Context: an optimization exercise on an open-source flow, tuned for small area, a short achievable clock period and few clock cycles. The choices shown serve that exercise and are no tape-out recipe.
Where RTL was checked, it was by simulation tests only, not by an equivalence proof against the original.
For run 2, only the layout was checked, not whether the RTL still works.

### config.mk
export PLATFORM = sky130hd
export DESIGN_NAME = maxfinder
export DESIGN_NICKNAME = maxfinder
export VERILOG_FILES = /design/flow/design.v
export SDC_FILE = /design/flow/constraint.sdc
export NUM_CORES = 4
export LEC_CHECK = 0
export CAP_MARGIN = 20
export CORE_MARGIN = 2
export CORE_UTILIZATION = 40
export SLEW_MARGIN = 20
### standard.sh
#!/bin/bash
# synth_recipe.tcl (not shown) runs the flow's synth.tcl, then flattens the netlist and writes it again
# the make line also repeats each setting of config.mk as NAME=value (left out here)
make -C /OpenROAD-flow-scripts/flow DESIGN_CONFIG=/design/flow/config.mk WORK_HOME=/design/flow/orfs CLKGATE_MAP_FILE= SYNTH_SCRIPT=/design/flow/synth_recipe.tcl "${@:-finish}"
### flow/run.sh
#!/bin/bash
export BUFFER_PORTS_ARGS="-buffer_cell sky130_fd_sc_hd__buf_2"
cp standard.sh standard_copy.sh.txt
bash standard.sh > standard.log 2>&1
### constraint.sdc
create_clock -name core_clock -period 9.0 [get_ports {clk}]
set_input_delay 1.8000 -clock core_clock [delete_from_list [all_inputs] [get_ports {clk}]]
set_output_delay 1.8000 -clock core_clock [all_outputs]
set_load 0.01 [all_outputs]
### design.v
module maxfinder(clk, rst, start, x1, x2, x3, x4, eps, done, result);
input clk, start, rst;
input [4:0] x1, x2, x3, x4, eps;
output done;
output [4:0] result;
reg active;    
reg lx;        
reg [3:0] v1, v2, v3, v4;
wire signed [4:0] a1 = active ? {1'b0, v1} : x1;
wire signed [4:0] a2 = active ? {1'b0, v2} : x2;
wire signed [4:0] a3 = active ? {1'b0, v3} : x3;
wire signed [4:0] a4 = active ? {1'b0, v4} : x4;
wire [3:0] n1, n2, n3, n4;
wire signed [6:0] t1 = a2 + a3 + a4;
wire p1_1;
assign p1_1 = eps[0] & t1[0];
wire p1_2;
assign p1_2 = eps[0] & t1[1];
wire p1_3;
assign p1_3 = eps[0] & t1[2];
wire p1_4;
assign p1_4 = eps[0] & t1[3];
wire p1_5;
assign p1_5 = eps[0] & t1[4];
wire p1_6;
assign p1_6 = eps[0] & t1[5];
wire p1_7;
assign p1_7 = eps[0] & t1[6];
wire p1_8;
assign p1_8 = eps[1] & t1[0];
wire p1_9;
assign p1_9 = eps[1] & t1[1];
wire p1_10;
assign p1_10 = eps[1] & t1[2];
wire p1_11;
assign p1_11 = eps[1] & t1[3];
wire p1_12;
assign p1_12 = eps[1] & t1[4];
wire p1_13;
assign p1_13 = eps[1] & t1[5];
wire p1_14;
assign p1_14 = eps[1] & t1[6];
wire p1_15;
assign p1_15 = eps[2] & t1[0];
wire p1_16;
assign p1_16 = eps[2] & t1[1];
wire p1_17;
assign p1_17 = eps[2] & t1[2];
wire p1_18;
assign p1_18 = eps[2] & t1[3];
wire p1_19;
assign p1_19 = eps[2] & t1[4];
wire p1_20;
assign p1_20 = eps[2] & t1[5];
wire p1_21;
assign p1_21 = eps[2] & t1[6];
wire p1_22;
assign p1_22 = eps[3] & t1[0];
wire p1_23;
assign p1_23 = eps[3] & t1[1];
wire p1_24;
assign p1_24 = eps[3] & t1[2];
wire p1_25;
assign p1_25 = eps[3] & t1[3];
wire p1_26;
assign p1_26 = eps[3] & t1[4];
wire p1_27;
assign p1_27 = eps[3] & t1[5];
wire p1_28;
assign p1_28 = eps[3] & t1[6];
wire s1_s29;
wire s1_c30;
assign s1_s29 = a1[1] ^ ~t1[0];
assign s1_c30 = a1[1] & ~t1[0];
wire s1_s31;
wire s1_c32;
assign s1_s31 = a1[2] ^ ~t1[1];
assign s1_c32 = a1[2] & ~t1[1];
wire s1_s33;
wire s1_c34;
assign s1_s33 = a1[3] ^ ~t1[2] ^ ~p1_7;
assign s1_c34 = (a1[3] & ~t1[2]) | (a1[3] & ~p1_7) | (~t1[2] & ~p1_7);
wire s1_s35;
wire s1_c36;
assign s1_s35 = ~a1[4] ^ ~t1[3];
assign s1_c36 = ~a1[4] & ~t1[3];
wire s1_s37;
wire s1_c38;
assign s1_s37 = a1[0] ^ p1_4;
assign s1_c38 = a1[0] & p1_4;
wire s1_s39;
wire s1_c40;
assign s1_s39 = p1_5 ^ p1_11 ^ p1_17;
assign s1_c40 = (p1_5 & p1_11) | (p1_5 & p1_17) | (p1_11 & p1_17);
wire s1_s41;
wire s1_c42;
assign s1_s41 = p1_23 ^ 1'b1;
assign s1_c42 = p1_23 & 1'b1;
wire s1_s43;
wire s1_c44;
assign s1_s43 = p1_6 ^ p1_12 ^ p1_18;
assign s1_c44 = (p1_6 & p1_12) | (p1_6 & p1_18) | (p1_12 & p1_18);
wire s1_s45;
wire s1_c46;
assign s1_s45 = p1_24 ^ s1_c30 ^ s1_s31;
assign s1_c46 = (p1_24 & s1_c30) | (p1_24 & s1_s31) | (s1_c30 & s1_s31);
wire s1_s47;
wire s1_c48;
assign s1_s47 = p1_13 ^ p1_19 ^ p1_25;
assign s1_c48 = (p1_13 & p1_19) | (p1_13 & p1_25) | (p1_19 & p1_25);
wire s1_s49;
wire s1_c50;
assign s1_s49 = 1'b1 ^ s1_c32 ^ s1_s33;
assign s1_c50 = (1'b1 & s1_c32) | (1'b1 & s1_s33) | (s1_c32 & s1_s33);
wire s1_s51;
wire s1_c52;
assign s1_s51 = ~p1_14 ^ p1_20 ^ p1_26;
assign s1_c52 = (~p1_14 & p1_20) | (~p1_14 & p1_26) | (p1_20 & p1_26);
wire s1_s53;
wire s1_c54;
assign s1_s53 = 1'b1 ^ s1_c34 ^ s1_s35;
assign s1_c54 = (1'b1 & s1_c34) | (1'b1 & s1_s35) | (s1_c34 & s1_s35);
wire s1_s55;
wire s1_c56;
assign s1_s55 = ~t1[4] ^ ~p1_21 ^ p1_27;
assign s1_c56 = (~t1[4] & ~p1_21) | (~t1[4] & p1_27) | (~p1_21 & p1_27);
wire s1_s57;
wire s1_c58;
assign s1_s57 = 1'b1 ^ s1_c36;
assign s1_c58 = 1'b1 & s1_c36;
wire s1_s59;
wire s1_c60;
assign s1_s59 = ~t1[5] ^ ~p1_28;
assign s1_c60 = ~t1[5] & ~p1_28;
wire s1_s61;
wire s1_c62;
assign s1_s61 = p1_10 ^ p1_16;
assign s1_c62 = p1_10 & p1_16;
wire s1_s63;
wire s1_c64;
assign s1_s63 = s1_s29 ^ s1_c38 ^ s1_s39;
assign s1_c64 = (s1_s29 & s1_c38) | (s1_s29 & s1_s39) | (s1_c38 & s1_s39);
wire s1_s65;
wire s1_c66;
assign s1_s65 = s1_c40 ^ s1_c42 ^ s1_s43;
assign s1_c66 = (s1_c40 & s1_c42) | (s1_c40 & s1_s43) | (s1_c42 & s1_s43);
wire s1_s67;
wire s1_c68;
assign s1_s67 = s1_c44 ^ s1_c46 ^ s1_s47;
assign s1_c68 = (s1_c44 & s1_c46) | (s1_c44 & s1_s47) | (s1_c46 & s1_s47);
wire s1_s69;
wire s1_c70;
assign s1_s69 = s1_c48 ^ s1_c50 ^ s1_s51;
assign s1_c70 = (s1_c48 & s1_c50) | (s1_c48 & s1_s51) | (s1_c50 & s1_s51);
wire s1_s71;
wire s1_c72;
assign s1_s71 = s1_c52 ^ s1_c54 ^ s1_s55;
assign s1_c72 = (s1_c52 & s1_c54) | (s1_c52 & s1_s55) | (s1_c54 & s1_s55);
wire s1_s73;
wire s1_c74;
assign s1_s73 = 1'b1 ^ s1_c56 ^ s1_c58;
assign s1_c74 = (1'b1 & s1_c56) | (1'b1 & s1_c58) | (s1_c56 & s1_c58);
wire s1_s75;
wire s1_c76;
assign s1_s75 = t1[6] ^ 1'b1;
assign s1_c76 = t1[6] & 1'b1;
wire s1_s77;
wire s1_c78;
assign s1_s77 = p1_3 ^ p1_9;
assign s1_c78 = p1_3 & p1_9;
wire s1_s79;
wire s1_c80;
assign s1_s79 = p1_22 ^ s1_s37 ^ s1_s61;
assign s1_c80 = (p1_22 & s1_s37) | (p1_22 & s1_s61) | (s1_s37 & s1_s61);
wire s1_s81;
wire s1_c82;
assign s1_s81 = s1_s41 ^ s1_c62 ^ s1_s63;
assign s1_c82 = (s1_s41 & s1_c62) | (s1_s41 & s1_s63) | (s1_c62 & s1_s63);
wire s1_s83;
wire s1_c84;
assign s1_s83 = s1_s45 ^ s1_c64 ^ s1_s65;
assign s1_c84 = (s1_s45 & s1_c64) | (s1_s45 & s1_s65) | (s1_c64 & s1_s65);
wire s1_s85;
wire s1_c86;
assign s1_s85 = s1_s49 ^ s1_c66 ^ s1_s67;
assign s1_c86 = (s1_s49 & s1_c66) | (s1_s49 & s1_s67) | (s1_c66 & s1_s67);
wire s1_s87;
wire s1_c88;
assign s1_s87 = s1_s53 ^ s1_c68 ^ s1_s69;
assign s1_c88 = (s1_s53 & s1_c68) | (s1_s53 & s1_s69) | (s1_c68 & s1_s69);
wire s1_s89;
wire s1_c90;
assign s1_s89 = s1_s57 ^ s1_c70 ^ s1_s71;
assign s1_c90 = (s1_s57 & s1_c70) | (s1_s57 & s1_s71) | (s1_c70 & s1_s71);
wire s1_s91;
wire s1_c92;
assign s1_s91 = s1_s59 ^ s1_c72 ^ s1_s73;
assign s1_c92 = (s1_s59 & s1_c72) | (s1_s59 & s1_s73) | (s1_c72 & s1_s73);
wire s1_s93;
wire s1_c94;
assign s1_s93 = s1_c60 ^ s1_c74 ^ s1_s75;
assign s1_c94 = (s1_c60 & s1_c74) | (s1_c60 & s1_s75) | (s1_c74 & s1_s75);
wire [10:0] s1__r0 = {s1_c92, s1_c90, s1_c88, s1_c86, s1_c84, s1_c82, s1_c80, s1_c78, p1_15, p1_2, p1_1};
wire [10:0] s1__r1 = {s1_s93, s1_s91, s1_s89, s1_s87, s1_s85, s1_s83, s1_s81, s1_s79, s1_s77, p1_8, 1'b0};
wire [10:0] s1_ = s1__r0 + s1__r1;
assign n1 = s1_[10] ? 4'd0 : s1_[6:3];
wire signed [6:0] t2 = a1 + a3 + a4;
wire p2_95;
assign p2_95 = eps[0] & t2[0];
wire p2_96;
assign p2_96 = eps[0] & t2[1];
wire p2_97;
assign p2_97 = eps[0] & t2[2];
wire p2_98;
assign p2_98 = eps[0] & t2[3];
wire p2_99;
assign p2_99 = eps[0] & t2[4];
wire p2_100;
assign p2_100 = eps[0] & t2[5];
wire p2_101;
assign p2_101 = eps[0] & t2[6];
wire p2_102;
assign p2_102 = eps[1] & t2[0];
wire p2_103;
assign p2_103 = eps[1] & t2[1];
wire p2_104;
assign p2_104 = eps[1] & t2[2];
wire p2_105;
assign p2_105 = eps[1] & t2[3];
wire p2_106;
assign p2_106 = eps[1] & t2[4];
wire p2_107;
assign p2_107 = eps[1] & t2[5];
wire p2_108;
assign p2_108 = eps[1] & t2[6];
wire p2_109;
assign p2_109 = eps[2] & t2[0];
wire p2_110;
assign p2_110 = eps[2] & t2[1];
wire p2_111;
assign p2_111 = eps[2] & t2[2];
wire p2_112;
assign p2_112 = eps[2] & t2[3];
wire p2_113;
assign p2_113 = eps[2] & t2[4];
wire p2_114;
assign p2_114 = eps[2] & t2[5];
wire p2_115;
assign p2_115 = eps[2] & t2[6];
wire p2_116;
assign p2_116 = eps[3] & t2[0];
wire p2_117;
assign p2_117 = eps[3] & t2[1];
wire p2_118;
assign p2_118 = eps[3] & t2[2];
wire p2_119;
assign p2_119 = eps[3] & t2[3];
wire p2_120;
assign p2_120 = eps[3] & t2[4];
wire p2_121;
assign p2_121 = eps[3] & t2[5];
wire p2_122;
assign p2_122 = eps[3] & t2[6];
wire s2_s123;
wire s2_c124;
assign s2_s123 = a2[1] ^ ~t2[0];
assign s2_c124 = a2[1] & ~t2[0];
wire s2_s125;
wire s2_c126;
assign s2_s125 = a2[2] ^ ~t2[1];
assign s2_c126 = a2[2] & ~t2[1];
wire s2_s127;
wire s2_c128;
assign s2_s127 = a2[3] ^ ~t2[2] ^ ~p2_101;
assign s2_c128 = (a2[3] & ~t2[2]) | (a2[3] & ~p2_101) | (~t2[2] & ~p2_101);
wire s2_s129;
wire s2_c130;
assign s2_s129 = ~a2[4] ^ ~t2[3];
assign s2_c130 = ~a2[4] & ~t2[3];
wire s2_s131;
wire s2_c132;
assign s2_s131 = a2[0] ^ p2_98;
assign s2_c132 = a2[0] & p2_98;
wire s2_s133;
wire s2_c134;
assign s2_s133 = p2_99 ^ p2_105 ^ p2_111;
assign s2_c134 = (p2_99 & p2_105) | (p2_99 & p2_111) | (p2_105 & p2_111);
wire s2_s135;
wire s2_c136;
assign s2_s135 = p2_117 ^ 1'b1;
assign s2_c136 = p2_117 & 1'b1;
wire s2_s137;
wire s2_c138;
assign s2_s137 = p2_100 ^ p2_106 ^ p2_112;
assign s2_c138 = (p2_100 & p2_106) | (p2_100 & p2_112) | (p2_106 & p2_112);
wire s2_s139;
wire s2_c140;
assign s2_s139 = p2_118 ^ s2_c124 ^ s2_s125;
assign s2_c140 = (p2_118 & s2_c124) | (p2_118 & s2_s125) | (s2_c124 & s2_s125);
wire s2_s141;
wire s2_c142;
assign s2_s141 = p2_107 ^ p2_113 ^ p2_119;
assign s2_c142 = (p2_107 & p2_113) | (p2_107 & p2_119) | (p2_113 & p2_119);
wire s2_s143;
wire s2_c144;
assign s2_s143 = 1'b1 ^ s2_c126 ^ s2_s127;
assign s2_c144 = (1'b1 & s2_c126) | (1'b1 & s2_s127) | (s2_c126 & s2_s127);
wire s2_s145;
wire s2_c146;
assign s2_s145 = ~p2_108 ^ p2_114 ^ p2_120;
assign s2_c146 = (~p2_108 & p2_114) | (~p2_108 & p2_120) | (p2_114 & p2_120);
wire s2_s147;
wire s2_c148;
assign s2_s147 = 1'b1 ^ s2_c128 ^ s2_s129;
assign s2_c148 = (1'b1 & s2_c128) | (1'b1 & s2_s129) | (s2_c128 & s2_s129);
wire s2_s149;
wire s2_c150;
assign s2_s149 = ~t2[4] ^ ~p2_115 ^ p2_121;
assign s2_c150 = (~t2[4] & ~p2_115) | (~t2[4] & p2_121) | (~p2_115 & p2_121);
wire s2_s151;
wire s2_c152;
assign s2_s151 = 1'b1 ^ s2_c130;
assign s2_c152 = 1'b1 & s2_c130;
wire s2_s153;
wire s2_c154;
assign s2_s153 = ~t2[5] ^ ~p2_122;
assign s2_c154 = ~t2[5] & ~p2_122;
wire s2_s155;
wire s2_c156;
assign s2_s155 = p2_104 ^ p2_110;
assign s2_c156 = p2_104 & p2_110;
wire s2_s157;
wire s2_c158;
assign s2_s157 = s2_s123 ^ s2_c132 ^ s2_s133;
assign s2_c158 = (s2_s123 & s2_c132) | (s2_s123 & s2_s133) | (s2_c132 & s2_s133);
wire s2_s159;
wire s2_c160;
assign s2_s159 = s2_c134 ^ s2_c136 ^ s2_s137;
assign s2_c160 = (s2_c134 & s2_c136) | (s2_c134 & s2_s137) | (s2_c136 & s2_s137);
wire s2_s161;
wire s2_c162;
assign s2_s161 = s2_c138 ^ s2_c140 ^ s2_s141;
assign s2_c162 = (s2_c138 & s2_c140) | (s2_c138 & s2_s141) | (s2_c140 & s2_s141);
wire s2_s163;
wire s2_c164;
assign s2_s163 = s2_c142 ^ s2_c144 ^ s2_s145;
assign s2_c164 = (s2_c142 & s2_c144) | (s2_c142 & s2_s145) | (s2_c144 & s2_s145);
wire s2_s165;
wire s2_c166;
assign s2_s165 = s2_c146 ^ s2_c148 ^ s2_s149;
assign s2_c166 = (s2_c146 & s2_c148) | (s2_c146 & s2_s149) | (s2_c148 & s2_s149);
wire s2_s167;
wire s2_c168;
assign s2_s167 = 1'b1 ^ s2_c150 ^ s2_c152;
assign s2_c168 = (1'b1 & s2_c150) | (1'b1 & s2_c152) | (s2_c150 & s2_c152);
wire s2_s169;
wire s2_c170;
assign s2_s169 = t2[6] ^ 1'b1;
assign s2_c170 = t2[6] & 1'b1;
wire s2_s171;
wire s2_c172;
assign s2_s171 = p2_97 ^ p2_103;
assign s2_c172 = p2_97 & p2_103;
wire s2_s173;
wire s2_c174;
assign s2_s173 = p2_116 ^ s2_s131 ^ s2_s155;
assign s2_c174 = (p2_116 & s2_s131) | (p2_116 & s2_s155) | (s2_s131 & s2_s155);
wire s2_s175;
wire s2_c176;
assign s2_s175 = s2_s135 ^ s2_c156 ^ s2_s157;
assign s2_c176 = (s2_s135 & s2_c156) | (s2_s135 & s2_s157) | (s2_c156 & s2_s157);
wire s2_s177;
wire s2_c178;
assign s2_s177 = s2_s139 ^ s2_c158 ^ s2_s159;
assign s2_c178 = (s2_s139 & s2_c158) | (s2_s139 & s2_s159) | (s2_c158 & s2_s159);
wire s2_s179;
wire s2_c180;
assign s2_s179 = s2_s143 ^ s2_c160 ^ s2_s161;
assign s2_c180 = (s2_s143 & s2_c160) | (s2_s143 & s2_s161) | (s2_c160 & s2_s161);
wire s2_s181;
wire s2_c182;
assign s2_s181 = s2_s147 ^ s2_c162 ^ s2_s163;
assign s2_c182 = (s2_s147 & s2_c162) | (s2_s147 & s2_s163) | (s2_c162 & s2_s163);
wire s2_s183;
wire s2_c184;
assign s2_s183 = s2_s151 ^ s2_c164 ^ s2_s165;
assign s2_c184 = (s2_s151 & s2_c164) | (s2_s151 & s2_s165) | (s2_c164 & s2_s165);
wire s2_s185;
wire s2_c186;
assign s2_s185 = s2_s153 ^ s2_c166 ^ s2_s167;
assign s2_c186 = (s2_s153 & s2_c166) | (s2_s153 & s2_s167) | (s2_c166 & s2_s167);
wire s2_s187;
wire s2_c188;
assign s2_s187 = s2_c154 ^ s2_c168 ^ s2_s169;
assign s2_c188 = (s2_c154 & s2_c168) | (s2_c154 & s2_s169) | (s2_c168 & s2_s169);
wire [10:0] s2__r0 = {s2_c186, s2_c184, s2_c182, s2_c180, s2_c178, s2_c176, s2_c174, s2_c172, p2_109, p2_96, p2_95};
wire [10:0] s2__r1 = {s2_s187, s2_s185, s2_s183, s2_s181, s2_s179, s2_s177, s2_s175, s2_s173, s2_s171, p2_102, 1'b0};
wire [10:0] s2_ = s2__r0 + s2__r1;
assign n2 = s2_[10] ? 4'd0 : s2_[6:3];
wire signed [6:0] t3 = a1 + a2 + a4;
wire p3_189;
assign p3_189 = eps[0] & t3[0];
wire p3_190;
assign p3_190 = eps[0] & t3[1];
wire p3_191;
assign p3_191 = eps[0] & t3[2];
wire p3_192;
assign p3_192 = eps[0] & t3[3];
wire p3_193;
assign p3_193 = eps[0] & t3[4];
wire p3_194;
assign p3_194 = eps[0] & t3[5];
wire p3_195;
assign p3_195 = eps[0] & t3[6];
wire p3_196;
assign p3_196 = eps[1] & t3[0];
wire p3_197;
assign p3_197 = eps[1] & t3[1];
wire p3_198;
assign p3_198 = eps[1] & t3[2];
wire p3_199;
assign p3_199 = eps[1] & t3[3];
wire p3_200;
assign p3_200 = eps[1] & t3[4];
wire p3_201;
assign p3_201 = eps[1] & t3[5];
wire p3_202;
assign p3_202 = eps[1] & t3[6];
wire p3_203;
assign p3_203 = eps[2] & t3[0];
wire p3_204;
assign p3_204 = eps[2] & t3[1];
wire p3_205;
assign p3_205 = eps[2] & t3[2];
wire p3_206;
assign p3_206 = eps[2] & t3[3];
wire p3_207;
assign p3_207 = eps[2] & t3[4];
wire p3_208;
assign p3_208 = eps[2] & t3[5];
wire p3_209;
assign p3_209 = eps[2] & t3[6];
wire p3_210;
assign p3_210 = eps[3] & t3[0];
wire p3_211;
assign p3_211 = eps[3] & t3[1];
wire p3_212;
assign p3_212 = eps[3] & t3[2];
wire p3_213;
assign p3_213 = eps[3] & t3[3];
wire p3_214;
assign p3_214 = eps[3] & t3[4];
wire p3_215;
assign p3_215 = eps[3] & t3[5];
wire p3_216;
assign p3_216 = eps[3] & t3[6];
wire s3_s217;
wire s3_c218;
assign s3_s217 = a3[1] ^ ~t3[0];
assign s3_c218 = a3[1] & ~t3[0];
wire s3_s219;
wire s3_c220;
assign s3_s219 = a3[2] ^ ~t3[1];
assign s3_c220 = a3[2] & ~t3[1];
wire s3_s221;
wire s3_c222;
assign s3_s221 = a3[3] ^ ~t3[2] ^ ~p3_195;
assign s3_c222 = (a3[3] & ~t3[2]) | (a3[3] & ~p3_195) | (~t3[2] & ~p3_195);
wire s3_s223;
wire s3_c224;
assign s3_s223 = ~a3[4] ^ ~t3[3];
assign s3_c224 = ~a3[4] & ~t3[3];
wire s3_s225;
wire s3_c226;
assign s3_s225 = a3[0] ^ p3_192;
assign s3_c226 = a3[0] & p3_192;
wire s3_s227;
wire s3_c228;
assign s3_s227 = p3_193 ^ p3_199 ^ p3_205;
assign s3_c228 = (p3_193 & p3_199) | (p3_193 & p3_205) | (p3_199 & p3_205);
wire s3_s229;
wire s3_c230;
assign s3_s229 = p3_211 ^ 1'b1;
assign s3_c230 = p3_211 & 1'b1;
wire s3_s231;
wire s3_c232;
assign s3_s231 = p3_194 ^ p3_200 ^ p3_206;
assign s3_c232 = (p3_194 & p3_200) | (p3_194 & p3_206) | (p3_200 & p3_206);
wire s3_s233;
wire s3_c234;
assign s3_s233 = p3_212 ^ s3_c218 ^ s3_s219;
assign s3_c234 = (p3_212 & s3_c218) | (p3_212 & s3_s219) | (s3_c218 & s3_s219);
wire s3_s235;
wire s3_c236;
assign s3_s235 = p3_201 ^ p3_207 ^ p3_213;
assign s3_c236 = (p3_201 & p3_207) | (p3_201 & p3_213) | (p3_207 & p3_213);
wire s3_s237;
wire s3_c238;
assign s3_s237 = 1'b1 ^ s3_c220 ^ s3_s221;
assign s3_c238 = (1'b1 & s3_c220) | (1'b1 & s3_s221) | (s3_c220 & s3_s221);
wire s3_s239;
wire s3_c240;
assign s3_s239 = ~p3_202 ^ p3_208 ^ p3_214;
assign s3_c240 = (~p3_202 & p3_208) | (~p3_202 & p3_214) | (p3_208 & p3_214);
wire s3_s241;
wire s3_c242;
assign s3_s241 = 1'b1 ^ s3_c222 ^ s3_s223;
assign s3_c242 = (1'b1 & s3_c222) | (1'b1 & s3_s223) | (s3_c222 & s3_s223);
wire s3_s243;
wire s3_c244;
assign s3_s243 = ~t3[4] ^ ~p3_209 ^ p3_215;
assign s3_c244 = (~t3[4] & ~p3_209) | (~t3[4] & p3_215) | (~p3_209 & p3_215);
wire s3_s245;
wire s3_c246;
assign s3_s245 = 1'b1 ^ s3_c224;
assign s3_c246 = 1'b1 & s3_c224;
wire s3_s247;
wire s3_c248;
assign s3_s247 = ~t3[5] ^ ~p3_216;
assign s3_c248 = ~t3[5] & ~p3_216;
wire s3_s249;
wire s3_c250;
assign s3_s249 = p3_198 ^ p3_204;
assign s3_c250 = p3_198 & p3_204;
wire s3_s251;
wire s3_c252;
assign s3_s251 = s3_s217 ^ s3_c226 ^ s3_s227;
assign s3_c252 = (s3_s217 & s3_c226) | (s3_s217 & s3_s227) | (s3_c226 & s3_s227);
wire s3_s253;
wire s3_c254;
assign s3_s253 = s3_c228 ^ s3_c230 ^ s3_s231;
assign s3_c254 = (s3_c228 & s3_c230) | (s3_c228 & s3_s231) | (s3_c230 & s3_s231);
wire s3_s255;
wire s3_c256;
assign s3_s255 = s3_c232 ^ s3_c234 ^ s3_s235;
assign s3_c256 = (s3_c232 & s3_c234) | (s3_c232 & s3_s235) | (s3_c234 & s3_s235);
wire s3_s257;
wire s3_c258;
assign s3_s257 = s3_c236 ^ s3_c238 ^ s3_s239;
assign s3_c258 = (s3_c236 & s3_c238) | (s3_c236 & s3_s239) | (s3_c238 & s3_s239);
wire s3_s259;
wire s3_c260;
assign s3_s259 = s3_c240 ^ s3_c242 ^ s3_s243;
assign s3_c260 = (s3_c240 & s3_c242) | (s3_c240 & s3_s243) | (s3_c242 & s3_s243);
wire s3_s261;
wire s3_c262;
assign s3_s261 = 1'b1 ^ s3_c244 ^ s3_c246;
assign s3_c262 = (1'b1 & s3_c244) | (1'b1 & s3_c246) | (s3_c244 & s3_c246);
wire s3_s263;
wire s3_c264;
assign s3_s263 = t3[6] ^ 1'b1;
assign s3_c264 = t3[6] & 1'b1;
wire s3_s265;
wire s3_c266;
assign s3_s265 = p3_191 ^ p3_197;
assign s3_c266 = p3_191 & p3_197;
wire s3_s267;
wire s3_c268;
assign s3_s267 = p3_210 ^ s3_s225 ^ s3_s249;
assign s3_c268 = (p3_210 & s3_s225) | (p3_210 & s3_s249) | (s3_s225 & s3_s249);
wire s3_s269;
wire s3_c270;
assign s3_s269 = s3_s229 ^ s3_c250 ^ s3_s251;
assign s3_c270 = (s3_s229 & s3_c250) | (s3_s229 & s3_s251) | (s3_c250 & s3_s251);
wire s3_s271;
wire s3_c272;
assign s3_s271 = s3_s233 ^ s3_c252 ^ s3_s253;
assign s3_c272 = (s3_s233 & s3_c252) | (s3_s233 & s3_s253) | (s3_c252 & s3_s253);
wire s3_s273;
wire s3_c274;
assign s3_s273 = s3_s237 ^ s3_c254 ^ s3_s255;
assign s3_c274 = (s3_s237 & s3_c254) | (s3_s237 & s3_s255) | (s3_c254 & s3_s255);
wire s3_s275;
wire s3_c276;
assign s3_s275 = s3_s241 ^ s3_c256 ^ s3_s257;
assign s3_c276 = (s3_s241 & s3_c256) | (s3_s241 & s3_s257) | (s3_c256 & s3_s257);
wire s3_s277;
wire s3_c278;
assign s3_s277 = s3_s245 ^ s3_c258 ^ s3_s259;
assign s3_c278 = (s3_s245 & s3_c258) | (s3_s245 & s3_s259) | (s3_c258 & s3_s259);
wire s3_s279;
wire s3_c280;
assign s3_s279 = s3_s247 ^ s3_c260 ^ s3_s261;
assign s3_c280 = (s3_s247 & s3_c260) | (s3_s247 & s3_s261) | (s3_c260 & s3_s261);
wire s3_s281;
wire s3_c282;
assign s3_s281 = s3_c248 ^ s3_c262 ^ s3_s263;
assign s3_c282 = (s3_c248 & s3_c262) | (s3_c248 & s3_s263) | (s3_c262 & s3_s263);
wire [10:0] s3__r0 = {s3_c280, s3_c278, s3_c276, s3_c274, s3_c272, s3_c270, s3_c268, s3_c266, p3_203, p3_190, p3_189};
wire [10:0] s3__r1 = {s3_s281, s3_s279, s3_s277, s3_s275, s3_s273, s3_s271, s3_s269, s3_s267, s3_s265, p3_196, 1'b0};
wire [10:0] s3_ = s3__r0 + s3__r1;
assign n3 = s3_[10] ? 4'd0 : s3_[6:3];
wire signed [6:0] t4 = a1 + a2 + a3;
wire p4_283;
assign p4_283 = eps[0] & t4[0];
wire p4_284;
assign p4_284 = eps[0] & t4[1];
wire p4_285;
assign p4_285 = eps[0] & t4[2];
wire p4_286;
assign p4_286 = eps[0] & t4[3];
wire p4_287;
assign p4_287 = eps[0] & t4[4];
wire p4_288;
assign p4_288 = eps[0] & t4[5];
wire p4_289;
assign p4_289 = eps[0] & t4[6];
wire p4_290;
assign p4_290 = eps[1] & t4[0];
wire p4_291;
assign p4_291 = eps[1] & t4[1];
wire p4_292;
assign p4_292 = eps[1] & t4[2];
wire p4_293;
assign p4_293 = eps[1] & t4[3];
wire p4_294;
assign p4_294 = eps[1] & t4[4];
wire p4_295;
assign p4_295 = eps[1] & t4[5];
wire p4_296;
assign p4_296 = eps[1] & t4[6];
wire p4_297;
assign p4_297 = eps[2] & t4[0];
wire p4_298;
assign p4_298 = eps[2] & t4[1];
wire p4_299;
assign p4_299 = eps[2] & t4[2];
wire p4_300;
assign p4_300 = eps[2] & t4[3];
wire p4_301;
assign p4_301 = eps[2] & t4[4];
wire p4_302;
assign p4_302 = eps[2] & t4[5];
wire p4_303;
assign p4_303 = eps[2] & t4[6];
wire p4_304;
assign p4_304 = eps[3] & t4[0];
wire p4_305;
assign p4_305 = eps[3] & t4[1];
wire p4_306;
assign p4_306 = eps[3] & t4[2];
wire p4_307;
assign p4_307 = eps[3] & t4[3];
wire p4_308;
assign p4_308 = eps[3] & t4[4];
wire p4_309;
assign p4_309 = eps[3] & t4[5];
wire p4_310;
assign p4_310 = eps[3] & t4[6];
wire s4_s311;
wire s4_c312;
assign s4_s311 = a4[1] ^ ~t4[0];
assign s4_c312 = a4[1] & ~t4[0];
wire s4_s313;
wire s4_c314;
assign s4_s313 = a4[2] ^ ~t4[1];
assign s4_c314 = a4[2] & ~t4[1];
wire s4_s315;
wire s4_c316;
assign s4_s315 = a4[3] ^ ~t4[2] ^ ~p4_289;
assign s4_c316 = (a4[3] & ~t4[2]) | (a4[3] & ~p4_289) | (~t4[2] & ~p4_289);
wire s4_s317;
wire s4_c318;
assign s4_s317 = ~a4[4] ^ ~t4[3];
assign s4_c318 = ~a4[4] & ~t4[3];
wire s4_s319;
wire s4_c320;
assign s4_s319 = a4[0] ^ p4_286;
assign s4_c320 = a4[0] & p4_286;
wire s4_s321;
wire s4_c322;
assign s4_s321 = p4_287 ^ p4_293 ^ p4_299;
assign s4_c322 = (p4_287 & p4_293) | (p4_287 & p4_299) | (p4_293 & p4_299);
wire s4_s323;
wire s4_c324;
assign s4_s323 = p4_305 ^ 1'b1;
assign s4_c324 = p4_305 & 1'b1;
wire s4_s325;
wire s4_c326;
assign s4_s325 = p4_288 ^ p4_294 ^ p4_300;
assign s4_c326 = (p4_288 & p4_294) | (p4_288 & p4_300) | (p4_294 & p4_300);
wire s4_s327;
wire s4_c328;
assign s4_s327 = p4_306 ^ s4_c312 ^ s4_s313;
assign s4_c328 = (p4_306 & s4_c312) | (p4_306 & s4_s313) | (s4_c312 & s4_s313);
wire s4_s329;
wire s4_c330;
assign s4_s329 = p4_295 ^ p4_301 ^ p4_307;
assign s4_c330 = (p4_295 & p4_301) | (p4_295 & p4_307) | (p4_301 & p4_307);
wire s4_s331;
wire s4_c332;
assign s4_s331 = 1'b1 ^ s4_c314 ^ s4_s315;
assign s4_c332 = (1'b1 & s4_c314) | (1'b1 & s4_s315) | (s4_c314 & s4_s315);
wire s4_s333;
wire s4_c334;
assign s4_s333 = ~p4_296 ^ p4_302 ^ p4_308;
assign s4_c334 = (~p4_296 & p4_302) | (~p4_296 & p4_308) | (p4_302 & p4_308);
wire s4_s335;
wire s4_c336;
assign s4_s335 = 1'b1 ^ s4_c316 ^ s4_s317;
assign s4_c336 = (1'b1 & s4_c316) | (1'b1 & s4_s317) | (s4_c316 & s4_s317);
wire s4_s337;
wire s4_c338;
assign s4_s337 = ~t4[4] ^ ~p4_303 ^ p4_309;
assign s4_c338 = (~t4[4] & ~p4_303) | (~t4[4] & p4_309) | (~p4_303 & p4_309);
wire s4_s339;
wire s4_c340;
assign s4_s339 = 1'b1 ^ s4_c318;
assign s4_c340 = 1'b1 & s4_c318;
wire s4_s341;
wire s4_c342;
assign s4_s341 = ~t4[5] ^ ~p4_310;
assign s4_c342 = ~t4[5] & ~p4_310;
wire s4_s343;
wire s4_c344;
assign s4_s343 = p4_292 ^ p4_298;
assign s4_c344 = p4_292 & p4_298;
wire s4_s345;
wire s4_c346;
assign s4_s345 = s4_s311 ^ s4_c320 ^ s4_s321;
assign s4_c346 = (s4_s311 & s4_c320) | (s4_s311 & s4_s321) | (s4_c320 & s4_s321);
wire s4_s347;
wire s4_c348;
assign s4_s347 = s4_c322 ^ s4_c324 ^ s4_s325;
assign s4_c348 = (s4_c322 & s4_c324) | (s4_c322 & s4_s325) | (s4_c324 & s4_s325);
wire s4_s349;
wire s4_c350;
assign s4_s349 = s4_c326 ^ s4_c328 ^ s4_s329;
assign s4_c350 = (s4_c326 & s4_c328) | (s4_c326 & s4_s329) | (s4_c328 & s4_s329);
wire s4_s351;
wire s4_c352;
assign s4_s351 = s4_c330 ^ s4_c332 ^ s4_s333;
assign s4_c352 = (s4_c330 & s4_c332) | (s4_c330 & s4_s333) | (s4_c332 & s4_s333);
wire s4_s353;
wire s4_c354;
assign s4_s353 = s4_c334 ^ s4_c336 ^ s4_s337;
assign s4_c354 = (s4_c334 & s4_c336) | (s4_c334 & s4_s337) | (s4_c336 & s4_s337);
wire s4_s355;
wire s4_c356;
assign s4_s355 = 1'b1 ^ s4_c338 ^ s4_c340;
assign s4_c356 = (1'b1 & s4_c338) | (1'b1 & s4_c340) | (s4_c338 & s4_c340);
wire s4_s357;
wire s4_c358;
assign s4_s357 = t4[6] ^ 1'b1;
assign s4_c358 = t4[6] & 1'b1;
wire s4_s359;
wire s4_c360;
assign s4_s359 = p4_285 ^ p4_291;
assign s4_c360 = p4_285 & p4_291;
wire s4_s361;
wire s4_c362;
assign s4_s361 = p4_304 ^ s4_s319 ^ s4_s343;
assign s4_c362 = (p4_304 & s4_s319) | (p4_304 & s4_s343) | (s4_s319 & s4_s343);
wire s4_s363;
wire s4_c364;
assign s4_s363 = s4_s323 ^ s4_c344 ^ s4_s345;
assign s4_c364 = (s4_s323 & s4_c344) | (s4_s323 & s4_s345) | (s4_c344 & s4_s345);
wire s4_s365;
wire s4_c366;
assign s4_s365 = s4_s327 ^ s4_c346 ^ s4_s347;
assign s4_c366 = (s4_s327 & s4_c346) | (s4_s327 & s4_s347) | (s4_c346 & s4_s347);
wire s4_s367;
wire s4_c368;
assign s4_s367 = s4_s331 ^ s4_c348 ^ s4_s349;
assign s4_c368 = (s4_s331 & s4_c348) | (s4_s331 & s4_s349) | (s4_c348 & s4_s349);
wire s4_s369;
wire s4_c370;
assign s4_s369 = s4_s335 ^ s4_c350 ^ s4_s351;
assign s4_c370 = (s4_s335 & s4_c350) | (s4_s335 & s4_s351) | (s4_c350 & s4_s351);
wire s4_s371;
wire s4_c372;
assign s4_s371 = s4_s339 ^ s4_c352 ^ s4_s353;
assign s4_c372 = (s4_s339 & s4_c352) | (s4_s339 & s4_s353) | (s4_c352 & s4_s353);
wire s4_s373;
wire s4_c374;
assign s4_s373 = s4_s341 ^ s4_c354 ^ s4_s355;
assign s4_c374 = (s4_s341 & s4_c354) | (s4_s341 & s4_s355) | (s4_c354 & s4_s355);
wire s4_s375;
wire s4_c376;
assign s4_s375 = s4_c342 ^ s4_c356 ^ s4_s357;
assign s4_c376 = (s4_c342 & s4_c356) | (s4_c342 & s4_s357) | (s4_c356 & s4_s357);
wire [10:0] s4__r0 = {s4_c374, s4_c372, s4_c370, s4_c368, s4_c366, s4_c364, s4_c362, s4_c360, p4_297, p4_284, p4_283};
wire [10:0] s4__r1 = {s4_s375, s4_s373, s4_s371, s4_s369, s4_s367, s4_s365, s4_s363, s4_s361, s4_s359, p4_290, 1'b0};
wire [10:0] s4_ = s4__r0 + s4__r1;
assign n4 = s4_[10] ? 4'd0 : s4_[6:3];
function lt2(input f1, f2, f3, f4);
    lt2 = !((f1 & (f2 | f3 | f4)) | (f2 & (f3 | f4)) | (f3 & f4));
endfunction
function eq2(input f1, f2, f3, f4);
    eq2 = (f1 + f2 + f3 + f4) == 3'd2;
endfunction
wire z1 = |v1, z2 = |v2, z3 = |v3, z4 = |v4;
wire g1 = (t1[6:4] == 3'd0) & (t1[3:0] < v1);
wire g2 = (t2[6:4] == 3'd0) & (t2[3:0] < v2);
wire g3 = (t3[6:4] == 3'd0) & (t3[3:0] < v3);
wire g4 = (t4[6:4] == 3'd0) & (t4[3:0] < v4);
wire q1 = (t1[6:4] == 3'd0) & (t1[3:0] == v1);
wire q2 = (t2[6:4] == 3'd0) & (t2[3:0] == v2);
wire q3 = (t3[6:4] == 3'd0) & (t3[3:0] == v3);
wire q4 = (t4[6:4] == 3'd0) & (t4[3:0] == v4);
wire tie = eq2(z1, z2, z3, z4) & ((z1 & q1) | (z2 & q2) | (z3 & q3) | (z4 & q4));
wire short = eps[3] & (g1 | g2 | g3 | g4 | tie);
wire k1 = lx ? z1 : g1;
wire k2 = lx ? z2 : g2;
wire k3 = lx ? z3 : g3;
wire k4 = lx ? z4 : g4;
assign done = active & (lx | short | lt2(z1, z2, z3, z4));
assign result = ({5{k1}} & x1) | ({5{k2}} & x2) | ({5{k3}} & x3) | ({5{k4}} & x4);
always @(posedge clk) begin
    v1 <= n1; v2 <= n2; v3 <= n3; v4 <= n4;
    lx <= !active & lt2(|a1, |a2, |a3, |a4);
    if (rst) active <= 1'b0;
    else active <= active ? !done : start;
end
endmodule
==> notes.md, run 1 <==
status=no timing/DRC/antenna violations; ANT cells=0; Startpoint Class=input port; Clock Skews=0.00264 ns; element type at the critical path end=output port; DRC viols=0; GRT Total Usage=18.3%; Core Rows=48; Hold Path Origin=v4[2]; R2R depth=28; RSZ-0062 raised after global routing=false; hold endpoint=lx; largest net degree at the start of global routing=30; Area contributors post-synth=fa_1, ha_1, inv_1; Post-CTS Repair Setup Buffers=0; reg2reg setup slack=1.91 ns; die width=136 microns; antenna viol nets, final=0; Initial Util=40.4%; required time of the critical path=7.20 ns; post-synth net total=1043; top cell type's share of synthesized area=26.6%; cell with the most instances after synthesis=inv_1; length of routed met2 wiring=7630 microns; Worst R2R End=v4[0]; first-pass GRT wire length=26700 microns; Die Y=136 microns; clk slew on worst S/H paths=0.06 ns; Arrival @ worst endpoint=5.88 ns; die area=18400 sq um; Cell Area, Synth=6920 sq um; final wirelength=16000 microns; Clk Latency, worst-skew pair=0.26 ns; Peak Freq=0.130 GHz; Unique masters post-synth=56; Slew Viols, Final=0; M1 wire length=7570 microns; Least-Margin Pin Slew=1.07 ns; # Max-Cap Violations=0; antenna violations before repair=0; WHS=0.814 ns; Top Ports=34; Hold Vio Cnt, Final=0; Post-synth EDFFs=0; H-tree depth=1; Yosys top cell by area=fa_1; flop and latch count out of synthesis=18; setup violators final=0; Clock Sinks=18; asr flop ratio synth=0%; Vias/cell=5.08; kind of critical path=input port to output port; clk buf depth=2; Worst slew margin=28.3%; Seq/Total Area, Yosys=5.21%; post-CTS resize count=0; root buffer cell=clkbuf_16; share of cells above drive strength 1=7.24%; period utilization=85.3%; Final Util=43.3%; GR Overflow Total=0; CTS tree=done; gpl congestion=0.876; vias in the first global route=5344; Synth Flop Type=dfxtp_1; Syn Area/Cell=8.59 sq um; 1st-pass router iterations=5; I/O Buffers=32; via count=5359; final critical path time including I/O delays and setup=7.68 ns; commonest cells in the synthesized netlist=inv_1, ha_1, fa_1; max layer used=met4; reg-to-reg critical path startpoint=active; Yosys Warn Count=1; Mapped Cells=806; TritonCTS Buffers=3; # nets final=1067; WL met3=715 microns; DP HPWL=13400 microns; Hold Path Depth=5; setup TNS=0 ns; drt initial violations=286; Core Footprint=17100 sq um; Worst Path Max Fanout=6; Hold-fix buffers, CTS=0; Area Growth Syn to Fin=7.05%; worst hold-check path type=flip-flop to flip-flop; routed length per instance=15.2 microns
## critical path, stage by stage
cell       delay (ns)
buf_2            0.12
mux2i_1          0.29
inv_1            0.25
fa_1             0.51
ha_1             0.24
fa_1             0.41
xor2_1           0.44
ha_1             0.34
a2111oi_0        0.75
mux2_2           0.36
a222oi_1         0.08
o21ai_0          0.12
buf_2            0.17
## stage by stage
stage                     instance area (sq um)  worst slack (ns)  instances
after global placement                     7320              1.26       1050
after floorplan                            6920              1.94        806
after detailed placement                   7320              1.20       1050
final                                      7410              1.32       1054
after global routing                       7410              1.03       1054
after CTS                                  7410              1.35       1054
## per-layer routing
layer	vias to the layer above	track usage, %
met3	7	1.27
met5	-	0
met4	0	2.72
met2	109	31.8
li1	2646	-
met1	2597	25.7
## kinds of logic (layout without fill, tap and decap cells)
group	after synthesis	after routing	share of synthesized area, %
AOI/OAI and AO/OA	100	100	10.3
DFF	18	18	5.21
muxes	21	21	3.25
xor gates and xnor gates	44	44	5.57
buffers and inverters	198	221	10.8
adders and majority gates	211	211	48.1
and+or+nand+nor	214	214	16.8
## registers in the layout, summed over array words and instances, names as in the netlist
name and count:
active 1, lx 1, v1 4, v2 4, v3 4, v4 4
## placed cells by master (no fill, tap or decap), drive strengths merged, types with 16 or more instances in the layout
master and n:
o21ai 19, buf 34, nor2 22, xnor2 33, nand2 53, inv 183, a21oi 26, and2 58
dfxtp 18, fa 92, ha 117, nor2b 16
## worst max path at each step
stage / start / endpoint
after floorplan: x2[1] / v4[0]
after global placement: x2[1] / v4[0]
after detailed placement: x2[1] / v4[0]
after CTS: x2[1] / result[4]
after global routing: x2[1] / result[4]
final: x3[1] / result[4]
## area by class of cell
type	count	area, sq um
clock buffer	4	88.8
inverter	183	687
sequential	18	360
multi-input combinational	590	5820
timing repair buffer	34	175
tap	225	282
fill	1740	9710
Testbench counts, summed over its fixed seeds: cycles 3,431.
==> run 2, diff against run 1 <==
--- a/design.v
+++ b/design.v
@@ -6,2 +6,3 @@
 reg active;    
+reg ph2;       
 reg lx;        
@@ -788,21 +789,21 @@
 endfunction
-function eq2(input f1, f2, f3, f4);
-    eq2 = (f1 + f2 + f3 + f4) == 3'd2;
-endfunction
 wire z1 = |v1, z2 = |v2, z3 = |v3, z4 = |v4;
-wire g1 = (t1[6:4] == 3'd0) & (t1[3:0] < v1);
-wire g2 = (t2[6:4] == 3'd0) & (t2[3:0] < v2);
-wire g3 = (t3[6:4] == 3'd0) & (t3[3:0] < v3);
-wire g4 = (t4[6:4] == 3'd0) & (t4[3:0] < v4);
-wire q1 = (t1[6:4] == 3'd0) & (t1[3:0] == v1);
-wire q2 = (t2[6:4] == 3'd0) & (t2[3:0] == v2);
-wire q3 = (t3[6:4] == 3'd0) & (t3[3:0] == v3);
-wire q4 = (t4[6:4] == 3'd0) & (t4[3:0] == v4);
-wire tie = eq2(z1, z2, z3, z4) & ((z1 & q1) | (z2 & q2) | (z3 & q3) | (z4 & q4));
-wire short = eps[3] & (g1 | g2 | g3 | g4 | tie);
-wire k1 = lx ? z1 : g1;
-wire k2 = lx ? z2 : g2;
-wire k3 = lx ? z3 : g3;
-wire k4 = lx ? z4 : g4;
-assign done = active & (lx | short | lt2(z1, z2, z3, z4));
+wire g12 = v1 > v2, e12 = v1 == v2;
+wire g34 = v3 > v4, e34 = v3 == v4;
+wire [3:0] w12 = g12 ? v1 : v2;
+wire [3:0] w34 = g34 ? v3 : v4;
+wire gf = w12 > w34, ef = w12 == w34;
+wire [3:0] vmax = gf ? w12 : w34;
+wire u1 = gf & g12;
+wire u2 = gf & !g12 & !e12;
+wire u3 = !gf & !ef & g34;
+wire u4 = !gf & !ef & !g34 & !e34;
+wire uniq = u1 | u2 | u3 | u4;
+wire [5:0] sv = v1 + v2 + v3 + v4;
+wire known = eps[3] & (!uniq | ({vmax, 1'b0} > sv));
+wire k1 = lx ? z1 : u1;
+wire k2 = lx ? z2 : u2;
+wire k3 = lx ? z3 : u3;
+wire k4 = lx ? z4 : u4;
+assign done = active & (ph2 | lx | known | lt2(z1, z2, z3, z4));
 assign result = ({5{k1}} & x1) | ({5{k2}} & x2) | ({5{k3}} & x3) | ({5{k4}} & x4);
@@ -811,4 +812,9 @@
     lx <= !active & lt2(|a1, |a2, |a3, |a4);
-    if (rst) active <= 1'b0;
-    else active <= active ? !done : start;
+    if (rst) begin
+        active <= 1'b0;
+        ph2 <= 1'b0;
+    end else begin
+        active <= active ? !done : start;
+        ph2 <= active & !done;
+    end
 end
==> run 2 against run 1 <==
Maximum frequency grew 1.2%. Cell count grew 3.1%. Still clean on timing, DRC and antenna. Setup slack gained 0.088 ns. Critical path depth grew 14. Register-to-register slack is essentially flat. Area after synthesis grew 4.4%. Non-clock buffer count shrank 1. Die area grew 4.2%. Critical endpoint is now v3[1].
==> notes.md, run 2 <==
routed length per instance=15.0 microns (was 15.2 microns); 1st-pass router iterations=5 (unchanged); flop and latch count out of synthesis=19 (was 18); Core Rows=49 (was 48); setup TNS=0 ns (unchanged); Slew Viols, Final=0 (unchanged); I/O Buffers=32 (unchanged); Seq/Total Area, Yosys=5.27% (was 5.21%); H-tree depth=1 (unchanged); first-pass GRT wire length=27600 microns (was 26700 microns); clk slew on worst S/H paths=0.06 ns (about the same); Unique masters post-synth=58 (was 56); Top Ports=34 (unchanged); # nets final=1106 (was 1067); final wirelength=16300 microns (was 16000 microns); Hold Vio Cnt, Final=0 (unchanged); required time of the critical path=9.21 ns (was 7.20 ns); Post-synth EDFFs=0 (unchanged); worst hold-check path type=flip-flop to flip-flop (unchanged); Hold-fix buffers, CTS=0 (unchanged); DRC viols=0 (unchanged); post-synth net total=1082 (was 1043); asr flop ratio synth=0% (unchanged); Startpoint Class=input port (unchanged); Core Footprint=17800 sq um (was 17100 sq um); Worst Path Max Fanout=5 (was 6); Arrival @ worst endpoint=7.81 ns (was 5.88 ns); CTS tree=done (unchanged); period utilization=84.4% (was 85.3%); cell with the most instances after synthesis=inv_1 (unchanged); Cell Area, Synth=7220 sq um (was 6920 sq um); drt initial violations=190 (was 286); Final Util=43.1% (was 43.3%); # Max-Cap Violations=0 (unchanged); share of cells above drive strength 1=6.88% (was 7.24%); via count=5492 (was 5359); final critical path time including I/O delays and setup=7.59 ns (was 7.68 ns); Vias/cell=5.05 (was 5.08); root buffer cell=clkbuf_16 (unchanged); clk buf depth=2 (unchanged); GR Overflow Total=0 (unchanged); setup violators final=0 (unchanged); Synth Flop Type=dfxtp_1 (unchanged); DP HPWL=13800 microns (was 13400 microns); antenna violations before repair=0 (unchanged); RSZ-0062 raised after global routing=false (unchanged); Clock Skews=0.00484 ns (was 0.00264 ns); gpl congestion=0.855 (was 0.876); Least-Margin Pin Slew=1.02 ns (was 1.07 ns); Area contributors post-synth=fa_1, ha_1, inv_1 (unchanged); Mapped Cells=835 (was 806); Yosys Warn Count=1 (unchanged); Post-CTS Repair Setup Buffers=0 (unchanged); element type at the critical path end=flip-flop (was output port); Yosys top cell by area=fa_1 (unchanged); DP Worst Slack=1.08 ns (was 1.20 ns); status=no timing/DRC/antenna violations (unchanged); commonest cells in the synthesized netlist=inv_1, ha_1, fa_1 (unchanged); fin worst setup slack=1.41 ns (was 1.32 ns); Placed Instances=1083 (was 1050); Clk Latency, worst-skew pair=0.26 ns (about the same); largest net degree at the start of global routing=30 (unchanged); Peak Freq=0.132 GHz (was 0.130 GHz); most frequent cells in the layout=inv_1, ha_1, fa_1, nand2_1, and2_1 (was inv_1, ha_1, fa_1, and2_1, nand2_1); GRT Total Usage=17.6% (was 18.3%); Die Y=138 microns (was 136 microns); antenna viol nets, final=0 (unchanged); reg2reg setup slack=1.90 ns (was 1.91 ns); Area Growth Syn to Fin=6.36% (was 7.05%); TritonCTS Buffers=3 (unchanged); die area=19100 sq um (was 18400 sq um); die width=138 microns (was 136 microns); Post-Layout Cell Count=1087 (was 1054); Clock Sinks=19 (was 18); kind of critical path=input port to flip-flop (was input port to output port); Syn Area/Cell=8.65 sq um (was 8.59 sq um); top cell type's share of synthesized area=27.4% (was 26.6%); commonest non-fill, non-tap cell in the layout=inv_1 (unchanged); Initial Util=40.5% (was 40.4%); ANT cells=0 (unchanged); Worst slew margin=31.8% (was 28.3%); post-CTS resize count=0 (unchanged); vias in the first global route=5537 (was 5344)
-- run 2: cell types whose count changed after synthesis, sizes merged, moves of 5 or more --
cell	before	now
a221o	0	6
o31a	0	5
nand2	53	61
a222oi	5	0
nor4	10	3
a21oi	26	35
a22o	0	5
mux2i	9	17
nand3	10	5
fa	92	99
mux2	12	7
nor2	22	42
-- run 2: area by class of cell --
cell class | count | area [sq um]
Inverter | 179 | 672
Timing Repair Buffer | 33 | 168
Clock buffer | 3 | 75.1
Multi-Input combinational cell | 623 | 6100
Clock inverter | 1 | 5.00
Fill cell | 1773 | 10200
Tap cell | 229 | 287
Sequential cell | 19 | 380
-- run 2: metrics by stage --
step / hold slack (ns) / area, sq um
finish: 0.534 / 7680
global route: 0.577 / 7680
CTS: 0.532 / 7680
detailed placement: 0.523 / 7600
global placement: 0.522 / 7600
floorplan: 0.484 / 7220
-- run 2: cells by family after synthesis --
group / share of synthesized area (%)
xor gates and xnor gates: 5.32
buffers and inverters: 10.3
and+or+nand+nor: 15.4
AOI/OAI and AO/OA: 11.7
adders and majority gates: 48.5
DFF: 5.27
muxes: 3.45
-- run 2: path summary, 6_finish.rpt --
check,from,endpoint,cells after the start
max reg2reg,active,v3[1],26
min reg2reg,ph2,ph2,3
min,ph2,ph2,3
max,x1[0],v3[1],27
-- run 2: per-layer routing --
metal | up-vias | global-route usage [%] | wire length (microns)
li1 | 2741 | - | -
met1 | 2639 | 24.4 | 7780
met2 | 97 | 30.6 | 7870
met3 | 15 | 1.42 | 484
met4 | 0 | 2.74 | 170
met5 | - | 0 | 0
-- run 2: critical path, stage by stage --
cell and delay, ns:
buf_2 0.11, mux2i_1 0.30, inv_1 0.14, ha_1 0.24, fa_1 0.40, a21o_1 0.19
a21oi_1 0.17, xnor2_1 0.20, ha_1 0.33, o21a_1 0.12, o31a_1 0.12, o22ai_2 0.27
nand2_1 0.13, fa_1 0.47, inv_1 0.06, ha_1 0.13, inv_1 0.05, fa_1 0.50
inv_1 0.05, fa_1 0.47, inv_1 0.04, ha_1 0.29, a21o_1 0.18, a21o_1 0.17
a221o_1 0.30, xnor2_1 0.36, o211a_1 0.21

[static timing again, ports no longer ideal]
No port has a modelled driver above. Below, the same layouts with a new extraction and two added sets of constraints. Step 1: set_driving_cell puts a clkbuf_16 on clk and a buf_2 on each other input, an assumption about the parent block. Step 2 also shifts input and output timing later by t, the mid clock arrival at the registers, as if the neighbouring blocks saw the same clock. Slacks: no drivers / after step 1 / after step 2; pairs: no drivers / after step 1.
run	shift t [ns]	setup slack, ns	cell pins on the clock port's net
run 1	0.299	1.319 / 1.292 / 1.158	1
run 2	0.299	1.407 / 1.424 / 1.125	1
After both steps setup and hold are still met in every run listed. For run 2, which loses most, drivers alone change the setup slack by +0.017 ns; drivers and shift together by -0.282 ns.
